What follows belongs to an exercise in optimizing a design on an open flow for small area; a production flow would make more cautious choices.
The RTL was checked by simulation tests, not by an equivalence proof against the original design.

Setup of oak:
==> flow/design.v <==
module flappyBird
	(
		clk,
		resetn,    
		flap_n,    
		x,
		y,
		colour,
		plot,
		HEX0,
		HEX1
	);
	input			clk;
	input			resetn;
	input			flap_n;
	output	[7:0]	x;
	output	[6:0]	y;
	output	[2:0]	colour;
	output			plot;
	output	[6:0]	HEX1;
	output	[6:0]	HEX0;
	localparam	S_CLRSET   = 4'b0000,
				S_ERASESET = 4'b0001,
				S_INITSET  = 4'b0010,
				S_NVSET    = 4'b0011,
				S_WFRAME   = 4'b0100,
				S_CHECK    = 4'b0101,
				S_CONT     = 4'b0110,
				S_WFLAP    = 4'b0111,
				S_CLR      = 4'b1000,
				S_ERASE    = 4'b1001,
				S_INIT     = 4'b1010,
				S_NV       = 4'b1011;
	localparam	P_FIRST = 2'd0,
				P_BC    = 2'd1,    
				P_UP    = 2'd2,
				P_LO    = 2'd3;
	reg [3:0] st;
	reg [1:0] ph;
	reg [2:0] k;         
	reg [7:0] c;         
	reg [6:0] r;         
	reg [7:0] xP1, xP2, xP3;
	reg nw1, nw2, nw3;
	reg [1:0] m1, m2, m3;
	wire [6:0] yP1 = nw1 ? 7'd40 : {2'b01, m1, 3'b100};
	wire [6:0] yP2 = nw2 ? 7'd60 : {4'd3 + {2'b00, m2}, 3'b010};
	wire [6:0] yP3 = nw3 ? 7'd30 : {4'd5 + {2'b00, m3}, 3'b110};
	reg [6:0] cy7;       
	wire signed [7:0] curY = {&cy7[6:1], cy7};
	reg [6:0] oldY;
	reg signed [4:0] v;   
	reg [7:0] points;
	reg wrapped;         
	reg coll;
	reg fs;              
	reg [12:0] lf;       
	reg [1:0] j;         
	wire plotSt = st[3];
	wire clrSt  = (st == S_CLR);
	wire passSt = st[3] & (st[1] | st[0]);
	wire cur    = st[3] & st[1];                    
	wire oldcur = ~st[3] & ~st[2] & st[1];          
	wire setup  = ~st[3] & ~st[2];                  
	wire drop   = (st == S_CONT);
	wire fm     = (lf == 13'h0001);
	wire [1:0] speed = (points >= 8'd20) ? 2'd3 :
	                   (points >= 8'd5)  ? 2'd2 :
	                   wrapped ? 2'd3 : 2'd1;
	wire [6:0] yB = oldcur ? curY[6:0] : oldY;
	wire inX1 = (xP1 >= 8'd72) && (xP1 <= 8'd82);
	wire inX2 = (xP2 >= 8'd72) && (xP2 <= 8'd82);
	wire inX3 = (xP3 >= 8'd72) && (xP3 <= 8'd82);
	wire [6:0] yPx = ({7{inX1}} & yP1) | ({7{inX2}} & yP2) | ({7{inX3}} & yP3);
	wire [7:0] gd = {1'b0, yB} + {1'b1, ~yPx};
	wire collNow = (inX1 | inX2 | inX3) & ~((gd >= 8'd1) && (gd <= 8'd34));
	wire flapActive = fs & ~coll;
	wire first   = (ph == P_FIRST);
	wire bc      = (ph == P_BC);
	wire up      = (ph == P_UP);
	wire lo      = (ph == P_LO);
	wire game    = ~clrSt;                        
	wire bird    = (k == 3'd0);
	wire rowEnd  = (c[2:0] == 3'd6);
	wire at5     = (c[2:0] == 3'd5);
	wire upEnd   = up & at5 & (r == 7'd0);
	wire loEnd   = lo & at5 & (r == 7'd119);
	wire bcEnd   = bc & (c[3:0] == 4'd15);
	wire c160    = (c == 8'd160);
	wire [7:0] xsel = ({8{k[0]}} & xP1) | ({8{k[1]}} & xP2) | ({8{k[2]}} & xP3) | ({8{bird}} & 8'd78);
	wire coinK   = (xsel >= 8'd82);
	wire nextPipe = bcEnd | (loEnd & ~coinK);
	wire lastPix  = nextPipe & k[2];
	wire [2:0] idx = nextPipe ? {k[1], k[0], bird} : k;
	wire ns = (idx[0] & nw1) | (idx[1] & nw2) | (idx[2] & nw3);
	wire [1:0] ms = ({2{idx[0]}} & m1) | ({2{idx[1]}} & m2) | ({2{idx[2]}} & m3);
	reg [6:0] ysel;
	always @(*)
		casez ({idx[1:0], ns})
			3'b?10:  ysel = {2'b01, ms, 3'b100};
			3'b?11:  ysel = 7'd40;
			3'b100:  ysel = {4'd3 + {2'b00, ms}, 3'b010};
			3'b101:  ysel = 7'd60;
			3'b001:  ysel = 7'd30;
			default: ysel = {4'd5 + {2'b00, ms}, 3'b110};
		endcase
	wire rl = game & (bcEnd | upEnd | loEnd);
	wire ri = clrSt ? (c160 & ~first) : ((bc & (c[1:0] != 2'd3)) | (lo & rowEnd));
	wire rd = game & up & rowEnd;
	wire r3 = game & bc & (c[1:0] == 2'd3);
	wire [6:0] kadd = nextPipe ? 7'd0 : up ? 7'd40 : 7'd19;
	wire [6:0] ra = rl ? ysel : r;
	wire [6:0] rb = rl ? kadd : r3 ? 7'h7d : {{6{rd}}, ri | rd};
	wire [6:0] rnext = ra + rb;
	wire cz = first | (clrSt ? c160 : (bcEnd | ((up | lo) & rowEnd) | upEnd | loEnd));
	wire [7:0] cnext = c + 8'd1;
	always @(posedge clk) begin
		if (setup) begin
			ph <= P_FIRST;
			k <= 3'd0;
		end
		else if (clrSt) begin
			if (first)
				ph <= P_UP;
		end
		else begin
			if (first)
				ph <= P_BC;
			if (bcEnd)
				ph <= P_UP;
			if (upEnd)
				ph <= P_LO;
			if (loEnd)
				ph <= coinK ? P_BC : P_UP;
			if (nextPipe)
				k <= idx;
		end
		r <= setup ? (oldcur | st[0] ? yB : 7'd0) : rnext;
		c <= (setup | cz) ? 8'd0 : cnext;
	end
	wire [2:0] xoff  = bc ? {1'b0, c[3:2]} : {c[2] & ~c[1], c[1] & ~c[2], c[0]};
	assign x = (clrSt | first) ? c : xsel + {5'd0, xoff};
	assign y = first ? 7'd0 : r;
	assign colour[0] = 1'b0;
	assign colour[1] = first ? (st == S_ERASE) : (cur & ~(bc & bird));
	assign colour[2] = first ? ((st == S_ERASE) & (xP3 >= 8'd82)) : (cur & bc);
	assign plot = plotSt;
	always @(posedge clk) begin
		if (!resetn)
			st <= S_CLRSET;
		else
			case (st)
				S_CLR:      st <= (r == 7'd120) ? S_INITSET : S_CLR;
				S_INIT:     st <= lastPix ? S_WFLAP : S_INIT;
				S_ERASE:    st <= lastPix ? S_NVSET : S_ERASE;
				S_NV:       st <= lastPix ? S_CHECK : S_NV;
				S_WFLAP:    st <= flap_n ? S_WFLAP : S_WFRAME;
				S_WFRAME:   st <= fm ? S_ERASESET : S_WFRAME;
				S_CHECK:    st <= S_CONT;
				S_CONT:     st <= S_WFRAME;
				default:    st <= {2'b10, st[1:0]};    
			endcase
	end
	wire cpar = (xP1 >= 8'd82) ^ (xP2 >= 8'd82) ^ (xP3 >= 8'd82);
	wire [1:0] tj = j + {cpar, 1'b1};
	wire [1:0] m = ~tj;              
	wire move = oldcur & ~coll;
	wire [1:0] amt = move ? speed : 2'd0;
	wire w1 = oldcur && (xP1 < {6'd0, speed});
	wire w2 = oldcur && (xP2 < {6'd0, speed});
	wire w3 = oldcur && (xP3 < {6'd0, speed});
	wire [7:0] xm1 = xP1 - {6'd0, amt};
	wire [7:0] xm2 = xP2 - {6'd0, amt};
	wire [7:0] xm3 = xP3 - {6'd0, amt};
	wire s1 = (xP1[7:3] == 5'b01001) && (xP1[2:0] < {1'b0, speed});
	wire s2 = (xP2[7:3] == 5'b01001) && (xP2[2:0] < {1'b0, speed});
	wire s3 = (xP3[7:3] == 5'b01001) && (xP3[2:0] < {1'b0, speed});
	wire inc = move & (s1 | s2 | s3);
	always @(posedge clk) begin
		if (!resetn) begin
			xP1 <= 8'd135; nw1 <= 1'b1;
			xP2 <= 8'd20;  nw2 <= 1'b1;
			xP3 <= 8'd60;  nw3 <= 1'b1;
			points <= 8'd0;
			wrapped <= 1'b0;
		end
		else begin
			xP1 <= w1 ? 8'd160 : xm1;
			xP2 <= w2 ? 8'd160 : xm2;
			xP3 <= w3 ? 8'd160 : xm3;
			if (w1) begin nw1 <= 1'b0; m1 <= m; end
			if (w2) begin nw2 <= 1'b0; m2 <= m; end
			if (w3) begin nw3 <= 1'b0; m3 <= m; end
			points <= points + {7'd0, inc};
			if (inc && (points == 8'd255))
				wrapped <= 1'b1;
		end
	end
	always @(posedge clk) begin
		if (!resetn)
			coll <= 1'b0;
		else if (collNow)
			coll <= 1'b1;
	end
	always @(posedge clk) begin
		if (!resetn)
			fs <= 1'b0;
		else
			fs <= ~fs & ~flap_n;
	end
	reg lt;
	always @(*)
		case ({curY[7], curY[1:0]})
			3'b001:  lt = (v == -5'sd2);
			3'b000:  lt = (v == -5'sd2) | (v == -5'sd1);
			3'b111:  lt = (v == -5'sd2) | (v == -5'sd1) | (v == 5'sd0);
			3'b110:  lt = (v == -5'sd2) | (v == -5'sd1) | (v == 5'sd0) | (v == 5'sd1);
			default: lt = 1'b0;
		endcase
	wire nearTop = (curY[7:1] == 7'd0) | (curY[7:1] == 7'h7f);
	wire fall = drop & ~flapActive;
	wire signed [4:0] mv = fall ? v : (drop & ~(nearTop & lt)) ? -5'sd2 : 5'sd0;
	wire signed [8:0] e = curY + mv;
	wire low = (e > 116);
	always @(posedge clk) begin
		if (!resetn) begin
			cy7 <= 7'd58;
			oldY <= 7'd58;
			v <= -5'sd2;
		end
		else begin
			if (drop)
				oldY <= cy7;
			v <= flapActive ? -5'sd2 : v + {4'd0, fall & ~low};
			cy7 <= (fall & e[8]) ? 7'd0 : (fall & low) ? 7'd116 : e[6:0];
		end
	end
	always @(posedge clk) begin
		if (!resetn) begin
			lf <= 13'h0001;
			j <= 2'd0;
		end
		else begin
			j <= j + {1'b0, fm};
			lf <= (lf == 13'h0b43) ? 13'h0001 : {lf[11:0], lf[12] ^ lf[3] ^ lf[2] ^ lf[0]};
		end
	end
	decoder dec0(
		.in(points[3:0]),
		.hex(HEX0)
		);
	decoder dec1(
		.in(points[7:4]),
		.hex(HEX1)
		);
endmodule
module decoder(in, hex);
	input [3:0] in;
	output [6:0] hex;
	assign hex[0] = ~((in[3] | in[2] | in[1] | ~in[0]) & (in[3] | ~in[2] | in[1] | in[0])
		& (~in[3] | ~in[2] | in[1] | ~in[0]) & (~in[3] | in[2] | ~in[1] | ~in[0]));
	assign hex[1] = ~((in[3] | ~in[2] | in[1] | ~in[0]) & (~in[3] | ~in[2] | in[1] | in[0])
		& (~in[3] | ~in[1] | ~in[0]) & (~in[2] | ~in[1] | in[0]));
	assign hex[2] = ~((~in[3] | ~in[2] | in[1] | in[0]) & (in[3] | in[2] | ~in[1] | in[0])
		& (~in[3] | ~in[2] | ~in[1]));
	assign hex[3] = ~((in[3] | ~in[2] | in[1] | in[0]) & (in[3] | in[2] | in[1] | ~in[0])
		& (~in[2] | ~in[1] | ~in[0]) & (~in[3] | in[2] | ~in[1] | in[0]));
	assign hex[4] = ~((in[3] | ~in[2] | in[1]) & (in[2] | in[1] | ~in[0]) & (in[3] | ~in[0]));
	assign hex[5] = ~((~in[3] | ~in[2] | in[1] | ~in[0]) & (in[3] | in[2] | ~in[0])
		& (in[3] | in[2] | ~in[1]) & (in[3] | ~in[1] | ~in[0]));
	assign hex[6] = ~((in[3] | in[2] | in[1]) & (in[3] | ~in[2] | ~in[1] | ~in[0])
		& (~in[3] | ~in[2] | in[1] | in[0]));
endmodule
export LEC_CHECK = 0
export CAP_MARGIN = 20
export CORE_MARGIN = 2
export CORE_UTILIZATION = 40
export SLEW_MARGIN = 20
create_clock -name core_clock -period 10.0 [get_ports {clk}]
standard.sh (not shown) runs the stock make flow with config.mk's settings and CLKGATE_MAP_FILE= SYNTH_SCRIPT=/design/flow/synth_recipe.tcl, a recipe that flattens the netlist after the stock synthesis.
==> flow/flow/run.sh <==
#!/bin/bash
# The standard layout (standard.sh), with two changes: the port buffers
# that global placement inserts are the smallest buffer (buf_1), and the
# clock tree is built from clkbuf_8 without dummy loads. Everything the
# flow prints goes to standard.log in the work folder.
set -euo pipefail
export BUFFER_PORTS_ARGS="-buffer_cell sky130_fd_sc_hd__buf_1"
export CTS_ARGS="-sink_clustering_enable -repair_clock_nets -buf_list sky130_fd_sc_hd__clkbuf_8 -dont_use_dummy_load"
bash standard.sh > standard.log 2>&1
Having completed the whole flow, oak delivered a layout that passed the timing, design-rule and antenna checks.
### oak -> birch
--- a/flow/design.v
+++ b/flow/design.v
@@ -34,13 +34,13 @@
 	localparam	P_FIRST = 2'd0,
 				P_BC    = 2'd1,    
 				P_UP    = 2'd2,
 				P_LO    = 2'd3;
 	reg [3:0] st;
 	reg [1:0] ph;
-	reg [2:0] k;         
+	reg [1:0] k;         
 	reg [7:0] c;         
 	reg [6:0] r;         
 	reg [7:0] xP1, xP2, xP3;
 	reg nw1, nw2, nw3;
 	reg [1:0] m1, m2, m3;
 	wire [6:0] yP1 = nw1 ? 7'd40 : {2'b01, m1, 3'b100};
@@ -77,36 +77,25 @@
 	wire flapActive = fs & ~coll;
 	wire first   = (ph == P_FIRST);
 	wire bc      = (ph == P_BC);
 	wire up      = (ph == P_UP);
 	wire lo      = (ph == P_LO);
 	wire game    = ~clrSt;                        
-	wire bird    = (k == 3'd0);
+	wire bird    = (k == 2'd3);
 	wire rowEnd  = (c[2:0] == 3'd6);
 	wire at5     = (c[2:0] == 3'd5);
 	wire upEnd   = up & at5 & (r == 7'd0);
 	wire loEnd   = lo & at5 & (r == 7'd119);
 	wire bcEnd   = bc & (c[3:0] == 4'd15);
 	wire c160    = (c == 8'd160);
-	wire [7:0] xsel = ({8{k[0]}} & xP1) | ({8{k[1]}} & xP2) | ({8{k[2]}} & xP3) | ({8{bird}} & 8'd78);
+	wire [7:0] xsel = (k == 2'd0) ? xP1 : (k == 2'd1) ? xP2 : (k == 2'd2) ? xP3 : 8'd78;
 	wire coinK   = (xsel >= 8'd82);
 	wire nextPipe = bcEnd | (loEnd & ~coinK);
-	wire lastPix  = nextPipe & k[2];
-	wire [2:0] idx = nextPipe ? {k[1], k[0], bird} : k;
-	wire ns = (idx[0] & nw1) | (idx[1] & nw2) | (idx[2] & nw3);
-	wire [1:0] ms = ({2{idx[0]}} & m1) | ({2{idx[1]}} & m2) | ({2{idx[2]}} & m3);
-	reg [6:0] ysel;
-	always @(*)
-		casez ({idx[1:0], ns})
-			3'b?10:  ysel = {2'b01, ms, 3'b100};
-			3'b?11:  ysel = 7'd40;
-			3'b100:  ysel = {4'd3 + {2'b00, ms}, 3'b010};
-			3'b101:  ysel = 7'd60;
-			3'b001:  ysel = 7'd30;
-			default: ysel = {4'd5 + {2'b00, ms}, 3'b110};
-		endcase
+	wire lastPix  = nextPipe & (k == 2'd2);
+	wire [1:0] idx = nextPipe ? k + 2'd1 : k;
+	wire [6:0] ysel = (idx == 2'd0) ? yP1 : (idx == 2'd1) ? yP2 : yP3;
 	wire rl = game & (bcEnd | upEnd | loEnd);
 	wire ri = clrSt ? (c160 & ~first) : ((bc & (c[1:0] != 2'd3)) | (lo & rowEnd));
 	wire rd = game & up & rowEnd;
 	wire r3 = game & bc & (c[1:0] == 2'd3);
 	wire [6:0] kadd = nextPipe ? 7'd0 : up ? 7'd40 : 7'd19;
 	wire [6:0] ra = rl ? ysel : r;
@@ -114,13 +103,13 @@
 	wire [6:0] rnext = ra + rb;
 	wire cz = first | (clrSt ? c160 : (bcEnd | ((up | lo) & rowEnd) | upEnd | loEnd));
 	wire [7:0] cnext = c + 8'd1;
 	always @(posedge clk) begin
 		if (setup) begin
 			ph <= P_FIRST;
-			k <= 3'd0;
+			k <= 2'd3;
 		end
 		else if (clrSt) begin
 			if (first)
 				ph <= P_UP;
 		end
 		else begin
--- outcome ---
birch finished every stage and its layout cleared the timing, design-rule and antenna checks.
birch against oak; overall die area is up by a few percent.
Re number of clock buffers in the layout: no difference whatsoever between oak and birch.
Area of the core (birch vs. oak) increases by a few percent
birch ends up with a final critical-path share of the clock period that is 4.0 points higher than in oak.
Final instance area came out higher on birch than on oak.
Compared with oak, birch shows cell count that has gone up by a few percent.

## afterwards: timing with drivers on the ports
The flow's constraints put no driver on any port. The routed layouts listed below were extracted and timed again, unchanged, in two steps.
Step 1, drivers: a clkbuf_16 drives clk and a buf_2 each remaining input, both assumed.
Step 2 also shifts input and output timing later by t, the mid clock arrival at the registers, as if the neighbouring blocks saw the same clock.
a / b / c = no drivers / after step 1 / after step 2; a / b = the first two.
run | shift t [ns] | setup slack, ns | clock arrival spread, ns | slew at the worst register clock pin (ns) | pins driven straight from the clock port
oak | 0.405 | 4.931 / 4.895 / 5.132 | 0.022 / 0.021 | 0.10 / 0.10 | 1
birch | 0.409 | 4.531 / 4.495 / 4.904 | 0.039 / 0.039 | 0.11 / 0.11 | 1
After both steps every run listed still meets setup and hold.
